Background: an optimization exercise with open tools, aiming at small area, a short achievable clock period and few clock cycles per item. Do not read the settings as production practice. Where RTL was checked, it was by simulation tests only, not by an equivalence proof against the original. No functional check of the RTL was part of runs 3 and 4. In every run shown here, the design's own scripts or RTL, not TritonCTS, make the clock network. No driver is modelled on the clock port, so clock power and skew are understated where the tree is cut down; a real chip needs a root buffer or a tree. No activity file was given, so power comes from the tool's default toggle rates.

## flow/design.v

```verilog
module subordinate #(
    localparam DATA_WIDTH = 32,
    localparam ADDRESS_WIDTH = 4
) (
    input  axi_aclk_in,
    input  axi_aresetn_in,
    input  [ADDRESS_WIDTH-1:0] axi_awaddr_in,
    input  [2:0] axi_awprot_in,
    input  axi_awvalid_in,
    input  [DATA_WIDTH-1:0] axi_wdata_in,
    input  [ADDRESS_WIDTH-1:0] axi_wstrb_in,
    input  axi_wvalid_in,
    input  axi_bready_in,
    input  [ADDRESS_WIDTH-1:0] axi_araddr_in,
    input  [2:0] axi_arprot_in,
    input  axi_arvalid_in,
    input  axi_rready_in,
    output axi_awready_out,
    output axi_wready_out,
    output [1:0] axi_bresp_out,
    output axi_bvalid_out,
    output axi_arready_out,
    output [DATA_WIDTH-1:0] axi_rdata_out,
    output [1:0] axi_rresp_out,
    output axi_rvalid_out
);
    reg [4*DATA_WIDTH-1:0] regs;
    wire write = axi_awvalid_in && axi_wvalid_in && axi_bready_in;
    assign axi_awready_out = axi_wvalid_in && axi_bready_in;
    assign axi_wready_out  = axi_awvalid_in && axi_bready_in;
    wire [DATA_WIDTH-1:0] wd = axi_wdata_in & {DATA_WIDTH{axi_aresetn_in}};
    integer n, k;
    always @(posedge axi_aclk_in)
        for (n = 0; n < 4; n = n + 1)
            for (k = 0; k < DATA_WIDTH/8; k = k + 1)
                if (!axi_aresetn_in || (write && axi_awaddr_in[3:2] == n && axi_wstrb_in[k]))
                    regs[n*DATA_WIDTH+k*8+:8] <= wd[k*8+:8];
    reg bvalid;
    always @(posedge axi_aclk_in)
        if (!axi_aresetn_in)
            bvalid <= 1'b0;
        else if (axi_bready_in)
            bvalid <= write;
    assign axi_bvalid_out = bvalid;
    assign axi_bresp_out  = 2'b00;
    reg                  rvalid;
    reg [DATA_WIDTH-1:0] rdata;
    assign axi_arready_out = axi_rready_in;
    always @(posedge axi_aclk_in)
        if (!axi_aresetn_in)
            rvalid <= 1'b0;
        else if (axi_rready_in)
            rvalid <= axi_arvalid_in;
    always @(posedge axi_aclk_in)
        if (axi_rready_in)
            rdata <= regs[axi_araddr_in[3:2]*DATA_WIDTH+:DATA_WIDTH];
    assign axi_rvalid_out = rvalid;
    assign axi_rdata_out  = rdata;
    assign axi_rresp_out  = 2'b00;
endmodule
```

## flow/flow/run.sh

```bash
#!/bin/bash
# Standard ORFS layout with two changes: plain buffers (instead of the
# default delay cells) on the ports, and a two-level clock tree built by
# flow/cts.tcl in place of TritonCTS: the clock port drives 2 sky130_fd_sc_hd__clkbuf_16,
# which drive 12 sky130_fd_sc_hd__clkbuf_8 leaf buffers, each driving one cluster of registers.
# ORFS logs stay under orfs/logs; make's output goes to flow_make.log.
set -euo pipefail
export BUFFER_PORTS_ARGS="-buffer_cell sky130_fd_sc_hd__buf_1"
export PRE_CTS_TCL="$(pwd)/flow/cts.tcl"
export MY_CTS_N1=2
export MY_CTS_CELL1=sky130_fd_sc_hd__clkbuf_16
export MY_CTS_N2=12
export MY_CTS_CELL2=sky130_fd_sc_hd__clkbuf_8

bash standard.sh > flow_make.log 2>&1
```

## flow/flow/cts.tcl

```tcl

proc kmeans {pts k} {
  # pts: list of {x y}; returns list of cluster indices
  set n [llength $pts]
  set srt [lsort -integer -index 1 [lsort -integer -index 0 $pts]]
  set srt {}
  set i 0
  foreach p $pts { lappend srt [list [lindex $p 0] [lindex $p 1] $i]; incr i }
  set srt [lsort -integer -index 1 $srt]
  # seed: split by y into rows of about sqrt(k) bands, then by x
  set rows [expr {max(1, int(round(sqrt($k))))}]
  set cent {}
  set per [expr {double($n) / $k}]
  for {set c 0} {$c < $k} {incr c} {
    set s [lindex $srt [expr {min($n - 1, int(($c + 0.5) * $per))}]]
    lappend cent [list [lindex $s 0] [lindex $s 1]]
  }
  for {set iter 0} {$iter < 50} {incr iter} {
    set asg {}
    foreach p $pts {
      set best 0; set bd 1e30
      for {set c 0} {$c < $k} {incr c} {
        set q [lindex $cent $c]
        set d [expr {abs([lindex $p 0]-[lindex $q 0]) + abs([lindex $p 1]-[lindex $q 1])}]
        if {$d < $bd} { set bd $d; set best $c }
      }
      lappend asg $best
    }
    set newc {}
    for {set c 0} {$c < $k} {incr c} {
      set sx 0; set sy 0; set m 0
      foreach p $pts a $asg { if {$a == $c} { set sx [expr {$sx + [lindex $p 0]}]; set sy [expr {$sy + [lindex $p 1]}]; incr m } }
      if {$m > 0} { lappend newc [list [expr {$sx / $m}] [expr {$sy / $m}]] } else { lappend newc [lindex $cent $c] }
    }
    set cent $newc
  }
  return [list $asg $cent]
}

proc add_buf {block master name x y innet} {
  set net [odb::dbNet_create $block "${name}_net"]
  $net setSigType CLOCK
  set buf [odb::dbInst_create $block $master $name]
  $buf setLocation [expr {int($x)}] [expr {int($y)}]
  $buf setPlacementStatus PLACED
  [$buf findITerm A] connect $innet
  [$buf findITerm X] connect $net
  return $net
}

proc my_cts {n1 cell1 n2 cell2} {
  set block [ord::get_db_block]
  set clknet [$block findNet axi_aclk_in]
  set sinks {}
  set pts {}
  foreach it [$clknet getITerms] {
    set loc [[$it getInst] getLocation]
    lappend sinks $it
    lappend pts [list [lindex $loc 0] [lindex $loc 1]]
  }
  set r2 [kmeans $pts $n2]
  set asg2 [lindex $r2 0]; set cent2 [lindex $r2 1]
  set m1 [[ord::get_db] findMaster $cell1]
  set m2 [[ord::get_db] findMaster $cell2]
  if {$n1 > 0} {
    set r1 [kmeans $cent2 $n1]
    set asg1 [lindex $r1 0]; set cent1 [lindex $r1 1]
    set l1nets {}
    for {set c 0} {$c < $n1} {incr c} {
      set q [lindex $cent1 $c]
      lappend l1nets [add_buf $block $m1 "clkbuf_l1_$c" [lindex $q 0] [lindex $q 1] $clknet]
    }
  }
  set l2nets {}
  for {set c 0} {$c < $n2} {incr c} {
    set q [lindex $cent2 $c]
    if {$n1 > 0} { set in [lindex $l1nets [lindex $asg1 $c]] } else { set in $clknet }
    lappend l2nets [add_buf $block $m2 "clkbuf_l2_$c" [lindex $q 0] [lindex $q 1] $in]
  }
  foreach it $sinks a $asg2 {
    $it disconnect
    $it connect [lindex $l2nets $a]
  }
  for {set c 0} {$c < $n2} {incr c} { puts "clock leaf $c: [llength [lsearch -all $asg2 $c]] sinks" }
}

if {[info exists ::env(MY_CTS_N2)]} {
  # Sourced by ORFS before its clock tree synthesis (PRE_CTS_TCL): build the
  # tree here and turn ORFS's own clock_tree_synthesis call into a no-op.
  my_cts $::env(MY_CTS_N1) $::env(MY_CTS_CELL1) $::env(MY_CTS_N2) $::env(MY_CTS_CELL2)
  rename clock_tree_synthesis orfs_clock_tree_synthesis
  proc clock_tree_synthesis {args} { set_propagated_clock [all_clocks] }
}
```

## flow/standard.sh

```bash
#!/bin/bash
# synth_recipe.tcl (not shown) runs the flow's synth.tcl, then flattens the netlist and writes it again
# the make line also repeats each setting of config.mk as NAME=value (left out here)
make -C /OpenROAD-flow-scripts/flow DESIGN_CONFIG=/design/flow/config.mk WORK_HOME=/design/flow/orfs CLKGATE_MAP_FILE= SYNTH_SCRIPT=/design/flow/synth_recipe.tcl "${@:-finish}"
```

## flow/config.mk

```make
export PLATFORM = sky130hd
export DESIGN_NAME = subordinate
export DESIGN_NICKNAME = subordinate
export VERILOG_FILES = /design/flow/design.v
export SDC_FILE = /design/flow/constraint.sdc
export NUM_CORES = 4
export LEC_CHECK = 0
export CAP_MARGIN = 0
export CORE_MARGIN = 2
export CORE_UTILIZATION = 60
export SETUP_SLACK_MARGIN = 1.1
export SLEW_MARGIN = 0
```

## flow/constraint.sdc

```tcl
create_clock -name core_clock -period 2.5 [get_ports {axi_aclk_in}]
set_input_delay 0.5000 -clock core_clock [delete_from_list [all_inputs] [get_ports {axi_aclk_in}]]
set_output_delay 0.5000 -clock core_clock [all_outputs]
set_load 0.01 [all_outputs]
```

==> out/metrics.csv, run 1 <==
stage;metric;value;unit
global_routing;antenna_found_initial;0;
worst_hold_path;holdPathStages;2;
global_routing;first_global_vias;2920;
flow_run;max-cap-violations;0;
final_layout;nNetsFinal;443;
global_routing;grt_pass1_wl;15000;µm
final_layout;fillerInstances;667;
timing;clock_skew;27.3;ps
die;die_x;105;µm
timing;rsz0062_at_grt;true;
route;vias_per_cell;5.43;
route;dr.pass1.iters;4;
yosys;async_reset_ff_share;0;%
yosys;synth.top_cell.area_share;78.7;%
timing;max_freq;0.719;GHz
timing;min_period_over_period;55.7;%
worst_setup_path;critPathCaptureType;primary output;
timing;final.setup.tns;0;ps
yosys;yosys_warnings;1;
worst_hold_path;hold_path_class;reg -> reg;
route;detail-route-antenna-nets;0;
yosys;synth_edf_count;160;
global_routing;overflow;0;
yosys;synthTopCellsByArea;edfxtp_1, mux4_2, and2_1;
yosys;synthCells;277;
route;vias;2808;
die;start_util;62.1;%
worst_setup_path;crit_path_top_delay_cell;and2_1;
global_routing;grt_max_degree;42;
placed_design;portBuffers;83;
worst_setup_path;crit_cells;3;
worst_setup_path;start_kind;input pin;
route;dr.first_iter.drc_count;142;
worst_setup_path;crit_family;buffers and inverters;
die;die_area;11000;µm²
worst_setup_path;critPathBufInv;2;
worst_setup_path;required;2000;ps
yosys;yosysMostFrequentCell;edfxtp_1;
timing;hold_violations;0;
worst_setup_path;worst-setup-path-type;in -> out;
yosys;synthesis.area;6100;µm²
final_layout;diodes;0;
global_routing;grt_usage;17.8;%
route;wire_per_inst;18.6;µm
placed_design;gp_congestion;0.721;
power;p_leak;2.31;nW
clock_network;postCtsHoldBufs;0;
die;rows;36;
yosys;synth_seq_cells;162;
yosys;synth_common_cells;edfxtp_1, and2_1, mux4_2, o21ai_0;
yosys;ys.flop_type;edfxtp_1;
final_layout;drive_gt1_share;21.1;%
die;pin_count;98;
placed_design;dp_hpwl;6150;µm
worst_setup_path;arrival;890;ps
worst_setup_path;r2r_cells;1;
clock_network;cts.clk_slew.worst_paths;80;ps
yosys;ys_seq_area_share;79.4;%
timing;slew_violations;0;
status;status;no timing/DRC/antenna violations;
worst_setup_path;path_cells;buf_2 -> and2_1 -> clkbuf_2;
power;vdd_ir_drop_max;0.000533;V
timing;setup_violations;0;
power;p_per_area;718;nW/µm²
die;die_height;105;µm
route;totalWireLength;9630;µm
route;drcViolationCount;0;
die;core_area;9820;µm²
worst_setup_path;cp_max_fo;4;
yosys;synth.avg_cell_area;22.0;µm²
clock_network;clk_latency;310;ps
worst_setup_path;slowest_delay;150;ps
timing;layout_min_cycle_time;1390;ps
final_layout;syn_to_final_growth;14.0;%
yosys;synth.distinct_cells;20;
timing;holdWs;492;ps
yosys;synth_area_leader_cell;edfxtp_1;
## logic make-up (layout without fill, tap and decap cells)
| family | after synthesis | count (layout) | share of synthesized area [%] |
|---|---|---|---|
| DFF | 162 | 162 | 79.4 |
| and+or+nand+nor | 47 | 47 | 4.67 |
| muxes | 33 | 33 | 12.1 |
| AOI/OAI and AO/OA | 17 | 17 | 1.44 |
| buffers and inverters | 17 | 121 | 2.34 |
| other | 1 | 4 | 0.0615 |
## per-layer routing
layer / GRT usage [%] / up-vias / share of wire (%)
met4: 2.00 / 0 / 1.2
met5: 0 / - / 0
li1: - / 1314 / -
met1: 25.4 / 1404 / 43
met2: 31.0 / 76 / 51
met3: 2.18 / 14 / 4.3
## final cells by class
class	count	area, µm²	share of cell area, %
well taps	133	166	2.39
plain buffers	14	215	3.09
repair buffers	107	573	8.23
multi-input cells	101	1160	16.7
flip-flops and latches	162	4840	69.6
## power by group
group          internal [W]  switching [W]
Sequential          0.00325      0.0000546
Clock              0.000577       0.000698
Combinational      0.000200       0.000221
Total               0.00403       0.000974
## repair_timing
| item | 4_1_cts | 5_1_grt |
|---|---|---|
| setup endpoints to repair | 193 | 11 |
| buffers inserted | 2 | 0 |
| pin swaps | 2 | 1 |
| resized for setup | 13 | 4 |
| gates cloned | 2 | 0 |
## tightest hold or removal path: stages (launching register included)
cell and delay (ps):
dfxtp_1 320, nand2b_1 60, a21boi_0 70
## sequential cells by signal, summed over array words and instances, names as in the netlist
| signal | flops |
|---|---|
| rvalid | 1 |
| rdata | 32 |
| bvalid | 1 |
| regs | 128 |
## metrics by stage
step / std cells / util, % / total power [W] / worst slack [ps] / instance area [µm²]
finish: 517 / 70.9 / 0.00500 / 1110 / 6960
global route: 517 / 70.9 / 0.00522 / 1090 / 6960
CTS: 517 / 70.8 / 0.00505 / 1100 / 6960
detailed placement: 499 / 67.5 / 0.00378 / 429 / 6630
global placement: 499 / 67.5 / 0.00375 / 515 / 6630
floorplan: 280 / - / 0.00361 / 839 / 6130
## final timing paths
check | from | end | slack [ps]
max reg2reg | regs[108] | rdata[12] | 1350
min | bvalid | bvalid | 490
min reg2reg | bvalid | bvalid | 490
max | axi_awvalid_in | axi_wready_out | 1110
## cell usage in the layout (no fill, tap or decap)
master,synthesis,routed
a21boi_0,1,1
and2_1,34,34
buf_1,0,73
buf_12,3,1
buf_16,0,2
buf_2,3,3
buf_4,5,22
clkbuf_16,0,2
clkbuf_2,0,3
clkbuf_4,0,2
clkbuf_8,0,13
conb_1,1,4
dfxtp_1,2,2
edfxtp_1,160,160
mux2i_1,1,1
mux4_1,2,2
mux4_2,30,30
nand2_1,4,4
nand2b_1,5,5
nand3_1,1,1
nand4_1,1,1
nand4b_1,1,1
nor2b_1,1,1
o21ai_1,0,13
o21ai_4,0,3
Testbench counts, summed over its fixed seeds: cycles 1,288, items 2,560.
==> inputs of run 2 (changes only) <==
--- a/flow/flow/run.sh
+++ b/flow/flow/run.sh
@@ -11,5 +11,5 @@
 export MY_CTS_CELL1=sky130_fd_sc_hd__clkbuf_16
 export MY_CTS_N2=12
 export MY_CTS_CELL2=sky130_fd_sc_hd__clkbuf_8
-
+export RECOVER_POWER=100
 bash standard.sh > flow_make.log 2>&1
==> flow/config.mk (replaced) <==
export PLATFORM = sky130hd
export DESIGN_NAME = subordinate
export DESIGN_NICKNAME = subordinate
export VERILOG_FILES = /design/flow/design.v
export SDC_FILE = /design/flow/constraint.sdc
export NUM_CORES = 4
export LEC_CHECK = 0
export CAP_MARGIN = 20
export CORE_MARGIN = 2
export CORE_UTILIZATION = 60
export SETUP_SLACK_MARGIN = 1.2
export SLEW_MARGIN = 20
==> out/metrics.csv, run 2 <==
stage;metric;value;unit;change
yosys;yosysMostFrequentCell;edfxtp_1;;unchanged
worst_setup_path;slowest_delay;830;ps;was 150 ps
yosys;ys.flop_type;edfxtp_1;;unchanged
route;vias;2876;;was 2808
worst_setup_path;worst-setup-path-type;in -> reg;;was in -> out
route;dr.first_iter.drc_count;169;;was 142
timing;hold_violations;0;;unchanged
worst_setup_path;critPathBufInv;2;;unchanged
final_layout;nNetsFinal;445;;was 443
yosys;synth.area.mux_share;12.1;%;unchanged
route;wire_per_inst;20.2;µm;was 18.6 µm
route;dr.pass1.iters;4;;unchanged
yosys;synth_common_cells;edfxtp_1, and2_1, mux4_2, o21ai_0;;unchanged
final_layout;mostFrequentLayoutCell;edfxtp_1;;unchanged
worst_setup_path;crit_family;buffers and inverters;;unchanged
timing;setup_ws;616;ps;was 1110 ps
global_routing;first_global_vias;3034;;was 2920
placed_design;preCtsSetupSlack;438;ps;was 429 ps
yosys;synth_area_leader_cell;edfxtp_1;;unchanged
global_routing;grt_max_degree;43;;was 42
die;rows;36;;unchanged
worst_setup_path;required;2560;ps;was 2000 ps
route;vias_per_cell;5.54;;was 5.43
yosys;synth.distinct_cells;20;;unchanged
route;drcViolationCount;0;;unchanged
worst_setup_path;path_cells;clkbuf_1 -> buf_4 -> mux4_2;;was buf_2 -> and2_1 -> clkbuf_2
global_routing;grt_usage;18.9;%;was 17.8%
yosys;yosys_warnings;1;;unchanged
yosys;synthCells;277;;unchanged
yosys;synth_compound_area_share;1.44;%;unchanged
final_layout;most-common-layout-cells;edfxtp_1, buf_1, clkbuf_1, mux4_2, and2_0;;was edfxtp_1, buf_1, and2_1, mux4_2, buf_4
die;start_util;62.1;%;unchanged
placed_design;gp_congestion;0.739;;was 0.721
timing;max_freq;0.531;GHz;was 0.719 GHz
route;totalWireLength;10500;µm;was 9630 µm
timing;clock_skew;51.4;ps;was 27.3 ps
worst_setup_path;critPathCaptureType;flip-flop;;was primary output
worst_setup_path;start_kind;input pin;;unchanged
die;core_area;9820;µm²;unchanged
final_layout;fillerInstances;650;;was 667
yosys;synth_top_family_by_area;multiplexers;;unchanged
final_layout;drive_gt1_share;19.2;%;was 21.1%
die;die_x;105;µm;unchanged
final_layout;diodes;0;;unchanged
final_layout;syn_to_final_growth;14.1;%;was 14.0%
timing;final.setup.tns;0;ps;unchanged
power;p_per_area;724;nW/µm²;was 718 nW/µm²
timing;layout_min_cycle_time;1880;ps;was 1390 ps
yosys;synth_edf_count;160;;unchanged
yosys;synth.avg_cell_area;22.0;µm²;unchanged
yosys;synth.top_cell.area_share;78.7;%;unchanged
timing;min_period_over_period;75.3;%;was 55.7%
yosys;synth_seq_cells;162;;unchanged
final_layout;largest_reg_flops;128;;unchanged
clock_network;postCtsHoldBufs;0;;unchanged
yosys;synthAdderAreaFrac;0;%;unchanged
timing;setup_violations;0;;unchanged
worst_hold_path;hold_path_class;in -> reg;;was reg -> reg
global_routing;grt_pass1_wl;15900;µm;was 15000 µm
power;p_leak;2.25;nW;was 2.31 nW
yosys;yosys.area_share.simple;4.68;%;unchanged
power;p_seq_share;65.7;%;was 66.1%
status;status;no timing/DRC/antenna violations;;unchanged
clock_network;clk_latency;320;ps;was 310 ps
final_layout;regArea;4840;µm²;unchanged
global_routing;overflow;0;;unchanged
power;clkPwrFrac;25.9;%;was 25.5%
flow_run;max-cap-violations;0;;unchanged
power;swShare;20.2;%;was 19.5%
yosys;synthTopCellsByArea;edfxtp_1, mux4_2, and2_1;;unchanged
yosys;synth_xor_area_share;0;%;unchanged
route;detail-route-antenna-nets;0;;unchanged
timing;worst_pin_slew;1160;ps;
yosys;ys_seq_area_share;79.4;%;unchanged
timing;slew_headroom;22.7;%;
final_layout;finish.utilization;70.9;%;about the same
die;die_area;11000;µm²;unchanged
power;p_int;0.00402;W;was 0.00403 W
final_layout;multi_input_area;1180;µm²;was 1160 µm²
timing;rsz0062_at_grt;true;;unchanged
global_routing;antenna_found_initial;0;;unchanged
die;die_height;105;µm;unchanged
worst_setup_path;cp_max_fo;17;;was 4
power;p_switching;0.00102;W;was 0.000974 W
power;power_frac_comb;8.4;%;about the same
yosys;synthesis.area;6100;µm²;unchanged
final_layout;reg_top3;regs (128), rdata (32);;unchanged
placed_design;portBuffers;83;;unchanged
die;pin_count;98;;unchanged
timing;slew_violations;0;;unchanged
worst_setup_path;arrival;1940;ps;was 890 ps
worst_setup_path;crit_path_top_delay_cell;clkbuf_1;;was and2_1
yosys;async_reset_ff_share;0;%;unchanged
clock_network;cts.clk_slew.worst_paths;70;ps;was 80 ps
power;vdd_ir_drop_max;0.000547;V;was 0.000533 V
final_layout;largest_register;regs;;unchanged
run 2: tightest hold or removal path: cells and delay by family:
kind,cells,cell delay [ps]
and+or+nand+nor,1,120
buffers and inverters,1,70
muxes,1,70
run 2: path summary, 6_finish.rpt:
check                                      start        end  slack, ps  depth (start not counted)
worst min register to register            bvalid     bvalid        520                          2
worst max register to register          regs[99]   rdata[3]       1350                          1
worst min-delay path              axi_arvalid_in     rvalid        520                          3
worst max-delay path            axi_araddr_in[3]  rdata[17]        620                          3
run 2: cell families after synthesis:
| logic type | Yosys count |
|---|---|
| compound gates | 17 |
| mux | 33 |
| flops | 162 |
| simple gates | 47 |
| other cells | 1 |
| buf+inv | 17 |
run 2: power by group through the flow:
stage / sequential (W) / clock (W) / combinational (W)
after global routing: 0.00333 / 0.00145 / 0.000462
after global placement: 0.00335 / 0 / 0.000395
after CTS: 0.00331 / 0.00135 / 0.000445
after floorplan: 0.00338 / 0 / 0.000239
final: 0.00331 / 0.00130 / 0.000424
after detailed placement: 0.00337 / 0 / 0.000408
run 2: repair_timing:
item,4_1_cts,5_1_grt
setup endpoints to repair,273,138
gates cloned,2,0
buffers inserted,4,1
gates resized for setup,28,53
pin swaps,6,5
run 2: cell type report:
class | instances | share of cell area, %
Sequential cell | 162 | 69.6
Multi-Input combinational cell | 101 | 17.0
Timing Repair Buffer | 109 | 7.93
Buffer | 14 | 3.09
Tap cell | 133 | 2.39
run 2: per-stage QoR:
| step | total power, W | cells | hold WS, ps | instance area (µm²) |
|---|---|---|---|---|
| 2_1_floorplan | 0.00362 | 280 | 500 | 6130 |
| 3_3_place_gp | 0.00375 | 498 | 474 | 6610 |
| 3_5_place_dp | 0.00378 | 498 | 479 | 6610 |
| 4_1_cts | 0.00511 | 518 | 453 | 7040 |
| 5_1_grt | 0.00524 | 519 | 512 | 6960 |
| 6_report | 0.00504 | 519 | 516 | 6960 |
run 2: layer usage:
| layer | vias up | global-route usage [%] | part of all wire, % | routed length [µm] |
|---|---|---|---|---|
| li1 | 1317 | - | - | - |
| met3 | 17 | 2.56 | 5.6 | 583 |
| met4 | 0 | 3.71 | 2.5 | 259 |
| met2 | 97 | 34.3 | 52 | 5480 |
| met5 | - | 0 | 0 | 0 |
| met1 | 1445 | 24.8 | 40 | 4140 |
==> inputs of run 3 (changes only) <==
--- a/flow/design.v
+++ b/flow/design.v
@@ -25,9 +25,10 @@
     output axi_rvalid_out
 );
     reg [4*DATA_WIDTH-1:0] regs;
-    wire write = axi_awvalid_in && axi_wvalid_in && axi_bready_in;
-    assign axi_awready_out = axi_wvalid_in && axi_bready_in;
-    assign axi_wready_out  = axi_awvalid_in && axi_bready_in;
+    wire wroom = axi_bready_in && axi_rready_in;
+    wire write = axi_awvalid_in && axi_wvalid_in && wroom;
+    assign axi_awready_out = axi_wvalid_in && wroom;
+    assign axi_wready_out  = axi_awvalid_in && wroom;
     wire [DATA_WIDTH-1:0] wd = axi_wdata_in & {DATA_WIDTH{axi_aresetn_in}};
     integer n, k;
     always @(posedge axi_aclk_in)
@@ -43,8 +44,8 @@
             bvalid <= write;
     assign axi_bvalid_out = bvalid;
     assign axi_bresp_out  = 2'b00;
-    reg                  rvalid;
-    reg [DATA_WIDTH-1:0] rdata;
+    reg       rvalid;
+    reg [1:0] rsel;
     assign axi_arready_out = axi_rready_in;
     always @(posedge axi_aclk_in)
         if (!axi_aresetn_in)
@@ -53,7 +54,8 @@
             rvalid <= axi_arvalid_in;
     always @(posedge axi_aclk_in)
         if (axi_rready_in)
-            rdata <= regs[axi_araddr_in[3:2]*DATA_WIDTH+:DATA_WIDTH];
+            rsel <= axi_araddr_in[3:2];
+    wire [DATA_WIDTH-1:0] rdata = regs[rsel*DATA_WIDTH+:DATA_WIDTH];
     assign axi_rvalid_out = rvalid;
     assign axi_rdata_out  = rdata;
     assign axi_rresp_out  = 2'b00;
--- a/flow/flow/run.sh
+++ b/flow/flow/run.sh
@@ -11,5 +11,5 @@
 export MY_CTS_CELL1=sky130_fd_sc_hd__clkbuf_16
 export MY_CTS_N2=12
 export MY_CTS_CELL2=sky130_fd_sc_hd__clkbuf_8
-export RECOVER_POWER=100
+
 bash standard.sh > flow_make.log 2>&1
--- a/flow/config.mk
+++ b/flow/config.mk
@@ -8,5 +8,5 @@
 export CAP_MARGIN = 20
 export CORE_MARGIN = 2
 export CORE_UTILIZATION = 60
-export SETUP_SLACK_MARGIN = 1.2
+export SETUP_SLACK_MARGIN = 0.9
 export SLEW_MARGIN = 20
==> out/metrics.csv, run 3 <==
stage;metric;value;unit;change
placed_design;dp.cells;447;;was 498
timing;holdWs;391;ps;was 516 ps
power;clkPwrFrac;26.9;%;was 25.9%
worst_setup_path;arrival;1640;ps;was 1940 ps
worst_setup_path;required;2000;ps;was 2560 ps
timing;max_freq;0.467;GHz;was 0.531 GHz
timing;hold_violations;0;;unchanged
power;p_switching;0.000927;W;was 0.00102 W
route;vias;2648;;was 2876
clock_network;postCtsHoldBufs;0;;unchanged
yosys;synth_seq_cells;132;;was 162
final_layout;reg_top3;regs (128), rsel (2);;was regs (128), rdata (32)
worst_hold_path;hold_path_class;in -> reg;;unchanged
power;power_frac_comb;12.3;%;was 8.4%
final_layout;regArea;3940;µm²;was 4840 µm²
yosys;synthCells;256;;was 277
global_routing;grt_usage;18.5;%;was 18.9%
final_layout;mostFrequentLayoutCell;edfxtp_1;;unchanged
placed_design;gp_congestion;0.658;;was 0.739
clock_network;cts.clk_slew.worst_paths;50;ps;was 70 ps
worst_setup_path;r2r_end;bvalid;;was rdata[3]
worst_setup_path;worst-setup-path-type;reg -> out;;was in -> reg
final_layout;fillerInstances;561;;was 650
power;vdd_ir_drop_max;0.000603;V;was 0.000547 V
worst_setup_path;critPathCaptureType;primary output;;was flip-flop
final_layout;largest_reg_flops;128;;unchanged
power;p_int;0.00347;W;was 0.00402 W
die;core_area;8640;µm²;was 9820 µm²
timing;layout_min_cycle_time;2140;ps;was 1880 ps
route;dr.pass1.iters;4;;unchanged
power;p_leak;2.11;nW;was 2.25 nW
final_layout;finish.utilization;72.7;%;was 70.9%
yosys;synthTopCellsByArea;edfxtp_1, mux4_2, and2_1;;unchanged
power;swShare;21.1;%;was 20.2%
yosys;async_reset_ff_share;0;%;unchanged
yosys;synth.distinct_cells;22;;was 20
flow_run;max-cap-violations;0;;unchanged
placed_design;dp_hpwl;5720;µm;
route;dr.first_iter.drc_count;94;;was 169
placed_design;portBuffers;83;;unchanged
final_layout;nNetsFinal;424;;was 445
final_layout;stdcell_count;473;;was 519
route;drcViolationCount;0;;unchanged
yosys;ys.flop_type;edfxtp_1;;unchanged
route;totalWireLength;8910;µm;was 10500 µm
die;pin_count;98;;unchanged
global_routing;grt_pass1_wl;13900;µm;was 15900 µm
worst_setup_path;start_kind;flip-flop;;was input pin
global_routing;grt_max_degree;26;;was 43
final_layout;drive_gt1_share;26.3;%;was 19.2%
worst_setup_path;cp_max_fo;8;;was 17
worst_setup_path;r2r-start;bvalid;;was regs[99]
route;wire_per_inst;18.8;µm;was 20.2 µm
yosys;synthesis.area;5270;µm²;was 6100 µm²
yosys;synth.top_cell.area_share;74.1;%;was 78.7%
die;die_area;9550;µm²;was 11000 µm²
timing;final.setup.tns;0;ps;unchanged
timing;slew_violations;0;;unchanged
clock_network;clk_latency;280;ps;was 320 ps
yosys;yosys_warnings;1;;unchanged
yosys;yosysMostFrequentCell;edfxtp_1;;unchanged
route;detail-route-antenna-nets;0;;unchanged
die;rows;34;;was 36
final_layout;multi_input_area;1310;µm²;was 1180 µm²
status;status;no timing/DRC/antenna violations;;unchanged
final_layout;largest_register;regs;;unchanged
final_layout;syn_to_final_growth;19.1;%;was 14.1%
die;die_x;97.7;µm;was 105 µm
global_routing;antenna_found_initial;0;;unchanged
power;p_seq_share;60.8;%;was 65.7%
worst_setup_path;reg2reg_slack;1880;ps;was 1350 ps
yosys;ys_seq_area_share;74.8;%;was 79.4%
timing;min_period_over_period;85.6;%;was 75.3%
worst_setup_path;startpoint;rsel[0];;was axi_araddr_in[3]
timing;rsz0062_at_grt;true;;unchanged
power;p_per_area;700;nW/µm²;was 724 nW/µm²
yosys;synth_edf_count;130;;was 160
global_routing;overflow;0;;unchanged
worst_setup_path;r2r_cells;2;;was 1
worst_setup_path;setup.worst_path.end;axi_rdata_out[31];;was rdata[17]
route;vias_per_cell;5.60;;was 5.54
yosys;synth_area_leader_cell;edfxtp_1;;unchanged
final_layout;diodes;0;;unchanged
global_routing;first_global_vias;2707;;was 3034
final_layout;most-common-layout-cells;edfxtp_1, buf_1, and2_1, mux4_2, buf_4;;was edfxtp_1, buf_1, clkbuf_1, mux4_2, and2_0
timing;clock_skew;0;ps;was 51.4 ps
timing;setup_violations;0;;unchanged
yosys;synth_common_cells;edfxtp_1, and2_1, mux4_2, o21ai_0, nand3b_1;;was edfxtp_1, and2_1, mux4_2, o21ai_0
die;start_util;61.0;%;was 62.1%
die;die_height;97.7;µm;was 105 µm
yosys;synth.avg_cell_area;20.6;µm²;was 22.0 µm²
## run 3: cell count changes in the layout (fill, tap and decap cells not counted), moves of 7 or more
| cell | before | now |
|---|---|---|
| clkbuf_2 | 1 | 8 |
| buf_4 | 2 | 20 |
| and2_0 | 29 | 0 |
| edfxtp_1 | 160 | 130 |
| and2_1 | 3 | 32 |
| nand3b_1 | 0 | 8 |
| clkbuf_1 | 44 | 0 |
| buf_6 | 8 | 1 |
| buf_1 | 49 | 74 |
## run 3: worst max-delay path, cell delays in order, from the launching register on
cell and delay [ps]:
edfxtp_1 410, buf_4 150, buf_12 130, mux4_2 520, clkbuf_2 150
## run 3: timing repair
item	CTS	global route
pin swaps	0	2
setup buffers	8	3
resized for setup	9	13
endpoints found under the setup margin	48	123
hold endpoints to repair	0	0
gates cloned	1	0
## run 3: logic make-up after synthesis
kind of cell | share of synthesized area [%]
other cells | 0.0711
flops | 74.8
compound gates | 1.95
buf+inv | 3.25
simple gates | 5.91
mux | 14.0
## run 3: how the worst min path moves through the flow
| stage | slack [ps] | depth (start not counted) | start | to |
|---|---|---|---|---|
| detailed placement | 480 | 2 | bvalid | bvalid |
| global placement | 470 | 2 | bvalid | bvalid |
| floorplan | 500 | 2 | bvalid | bvalid |
| finish | 390 | 1 | axi_araddr_in[3] | rsel[1] |
| CTS | 380 | 1 | axi_araddr_in[3] | rsel[1] |
| global route | 370 | 1 | axi_araddr_in[3] | rsel[1] |
## run 3: power groups by stage
stage          clock network [W]  logic, W  registers, W
5_1_grt                  0.00130  0.000586       0.00269
6_report                 0.00118  0.000542       0.00267
3_3_place_gp                   0  0.000482       0.00271
3_5_place_dp                   0  0.000490       0.00272
4_1_cts                  0.00121  0.000539       0.00267
2_1_floorplan                  0  0.000348       0.00270
## run 3: through the flow
| step | instance area, µm² | power (W) | setup slack (ps) |
|---|---|---|---|
| final | 6280 | 0.00440 | 360 |
| after global routing | 6280 | 0.00458 | 287 |
| after CTS | 6210 | 0.00443 | 348 |
| after detailed placement | 5820 | 0.00321 | 513 |
| after global placement | 5820 | 0.00319 | 538 |
| after floorplan | 5400 | 0.00305 | 692 |
## run 3: cell type report
type                       count  area share (%)
sequential                   132            62.8
timing repair buffer         112            10.4
buffer                        14            3.43
multi-input combinational    103            20.9
tap                          108            2.15
inverter                       4           0.239
## run 3: per-layer routing
metal	track usage (%)	vias up	share of wire, %
met3	3.44	11	5.8
li1	-	1239	-
met1	27.3	1325	44
met2	30.7	73	49
met5	0	-	0
met4	2.56	0	1.4
==> inputs of run 4 (changes only) <==
--- a/flow/config.mk
+++ b/flow/config.mk
@@ -8,5 +8,5 @@
 export CAP_MARGIN = 20
 export CORE_MARGIN = 2
 export CORE_UTILIZATION = 60
-export SETUP_SLACK_MARGIN = 0.9
+export SETUP_SLACK_MARGIN = 1.1
 export SLEW_MARGIN = 20
==> out/metrics.csv, run 4 <==
stage;metric;value;unit;change
route;totalWireLength;9880;µm;was 8910 µm
global_routing;first_global_vias;2754;;was 2707
timing;slew_violations;0;;unchanged
power;vdd_ir_drop_max;0.000492;V;was 0.000603 V
yosys;synth_common_cells;edfxtp_1, and2_1, mux4_2, o21ai_0, nand3b_1;;unchanged
yosys;synthAdderAreaFrac;0;%;unchanged
yosys;synthesis.area;5270;µm²;unchanged
timing;setup_violations;0;;unchanged
yosys;yosys.area_share.simple;5.91;%;unchanged
global_routing;antenna_found_initial;0;;unchanged
timing;hold_violations;0;;unchanged
yosys;synth.avg_cell_area;20.6;µm²;unchanged
placed_design;gp_congestion;0.723;;was 0.658
placed_design;portBuffers;83;;unchanged
route;dr.first_iter.drc_count;112;;was 94
yosys;synth.top_cell.area_share;74.1;%;unchanged
yosys;synth_compound_area_share;1.95;%;unchanged
timing;rsz0062_at_grt;true;;unchanged
die;die_area;9550;µm²;unchanged
route;wire_per_inst;20.3;µm;was 18.8 µm
worst_setup_path;required;2000;ps;about the same
worst_hold_path;hold_path_class;in -> reg;;unchanged
yosys;synth.distinct_cells;22;;unchanged
global_routing;grt_max_degree;30;;was 26
route;drcViolationCount;0;;unchanged
yosys;synth_top_family_by_area;multiplexers;;unchanged
route;detail-route-antenna-nets;0;;unchanged
placed_design;dp_hpwl;5640;µm;was 5720 µm
timing;final.setup.tns;0;ps;unchanged
power;p_leak;2.33;nW;was 2.11 nW
die;die_x;97.7;µm;unchanged
worst_setup_path;cp_max_fo;8;;unchanged
yosys;synthCells;256;;unchanged
route;vias_per_cell;5.67;;was 5.60
die;start_util;61.0;%;unchanged
worst_setup_path;worst-setup-path-type;reg -> out;;unchanged
final_layout;largest_register;regs;;unchanged
final_layout;mostFrequentLayoutCell;edfxtp_1;;unchanged
die;die_height;97.7;µm;unchanged
status;status;no timing/DRC/antenna violations;;unchanged
worst_setup_path;startpoint;rsel[0];;unchanged
final_layout;diodes;0;;unchanged
yosys;synth_xor_area_share;0;%;unchanged
power;finalPower;0.00447;W;was 0.00440 W
clock_network;clk_latency;290;ps;was 280 ps
final_layout;reg_top3;regs (128), rsel (2);;unchanged
worst_setup_path;r2r-start;bvalid;;unchanged
clock_network;cts.clk_slew.worst_paths;70;ps;was 50 ps
global_routing;overflow;0;;unchanged
final_layout;drive_gt1_share;35.9;%;was 26.3%
yosys;ys.flop_type;edfxtp_1;;unchanged
yosys;synth_edf_count;130;;unchanged
timing;clock_skew;0;ps;unchanged
yosys;synth.area.mux_share;14.0;%;unchanged
worst_setup_path;critPathCaptureType;primary output;;unchanged
die;rows;34;;unchanged
flow_run;max-cap-violations;0;;unchanged
final_layout;largest_reg_flops;128;;unchanged
die;core_area;8640;µm²;unchanged
yosys;async_reset_ff_share;0;%;unchanged
global_routing;grt_usage;19.1;%;was 18.5%
worst_setup_path;arrival;1640;ps;about the same
route;dr.pass1.iters;7;;was 4
yosys;synth_seq_cells;132;;unchanged
final_layout;syn_to_final_growth;26.4;%;was 19.1%
timing;min_period_over_period;85.8;%;was 85.6%
timing;layout_min_cycle_time;2140;ps;about the same
yosys;yosysMostFrequentCell;edfxtp_1;;unchanged
yosys;ys_seq_area_share;74.8;%;unchanged
timing;max_freq;0.466;GHz;was 0.467 GHz
yosys;synth_area_leader_cell;edfxtp_1;;unchanged
route;vias;2763;;was 2648
yosys;yosys_warnings;1;;unchanged
yosys;synthTopCellsByArea;edfxtp_1, mux4_2, and2_1;;unchanged
global_routing;grt_pass1_wl;14300;µm;was 13900 µm
final_layout;most-common-layout-cells;edfxtp_1, buf_1, mux4_2, and2_1, clkbuf_2;;was edfxtp_1, buf_1, and2_1, mux4_2, buf_4
power;p_per_area;672;nW/µm²;was 700 nW/µm²
die;pin_count;98;;unchanged
final_layout;nNetsFinal;438;;was 424
worst_setup_path;start_kind;flip-flop;;unchanged
worst_hold_path;min_from;axi_araddr_in[2];;was axi_araddr_in[3]
run 4: cell counts after synthesis:
Identical to the previous run, type by type.
run 4: critical path, cell delays in order (launching register included):
cell      delay, ps
edfxtp_1        390
buf_6           150
buf_12          150
mux4_2          520
clkbuf_2        150
run 4: report_power, final:
part	leakage, nW	switching (W)	internal [W]	total (W)
registers	1.27	0.0000450	0.00263	0.00267
clock network	0.111	0.000607	0.000574	0.00118
logic	0.949	0.000299	0.000322	0.000620
total	2.33	0.000951	0.00352	0.00447
run 4: kinds of logic (layout without fill, tap and decap cells):
kind of cell	Yosys count	after routing
other cells	1	4
mux	33	33
simple gates	49	49
buf+inv	24	144
flops	132	132
compound gates	17	17
run 4: final timing paths:
kind                            slack, ps                 to  cells after the start
worst min-delay path                  370            rsel[0]                      1
worst max register to register       1870             bvalid                      2
worst min register to register        500             bvalid                      2
worst max-delay path                  360  axi_rdata_out[24]                      4
run 4: cell type report:
cell class,count,area [µm²]
timing repair buffer,126,985
buffer,14,215
tap,108,135
multi-input combinational,103,1370
inverter,4,15.0
sequential,132,3940
fill,480,1970
run 4: stage by stage:
stage / worst slack (ps) / area (µm²) / util, % / std cells / hold slack (ps)
final: 355 / 6660 / 77.1 / 487 / 373
after global routing: 298 / 6660 / 77.1 / 487 / 383
after CTS: 370 / 6340 / 73.4 / 471 / 371
after detailed placement: 183 / 5780 / 66.9 / 438 / 485
after global placement: 268 / 5780 / 66.9 / 438 / 475
after floorplan: 692 / 5400 / - / 259 / 500
run 4: metal layers:
layer | up-vias | track usage [%] | wire length (µm)
met5 | - | 0 | 0
met4 | 0 | 2.24 | 146
met3 | 16 | 3.29 | 529
met2 | 90 | 33.4 | 5180
met1 | 1387 | 26.8 | 4020
li1 | 1270 | - | -
run 4: repair_timing:
| action | in CTS | in global routing |
|---|---|---|
| setup buffers | 17 | 14 |
| cloned | 2 | 2 |
| gates resized for setup | 27 | 41 |
| endpoints found under the hold margin | 0 | 0 |
| pin swaps | 11 | 12 |
| hold buffers | 0 | 0 |
| setup endpoints to repair | 162 | 122 |

[afterwards: timing with drivers on the ports]
The results above use ideal ports. As a check the final layouts listed here were re-extracted and re-timed, cells and wires unchanged. Step 1: set_driving_cell puts a clkbuf_16 on axi_aclk_in and a buf_2 on each other input, an assumption about the parent block. Step 2 moves the port delays by t, midway between the first and last clock arrival at a register: inputs arrive t later, outputs are due t later. That takes back most of the time a late clock gives input paths. Slacks: ideal ports / drivers / drivers and shift; pairs: ideal ports / drivers.
run	t, ns	slack for setup (ns)	worst slew at a driven data input, ns
run 1	0.351	1.109 / 1.081 / 0.803	0.05
run 2	0.359	0.616 / 0.609 / 0.267	0.05
run 3	0.332	0.360 / 0.312 / 0.644	0.05
run 4	0.337	0.355 / 0.302 / 0.639	0.05
After both steps every run listed still meets setup and hold. The setup slack of run 2, which loses most, moves by -0.007 ns with the drivers and by -0.349 ns with both steps.
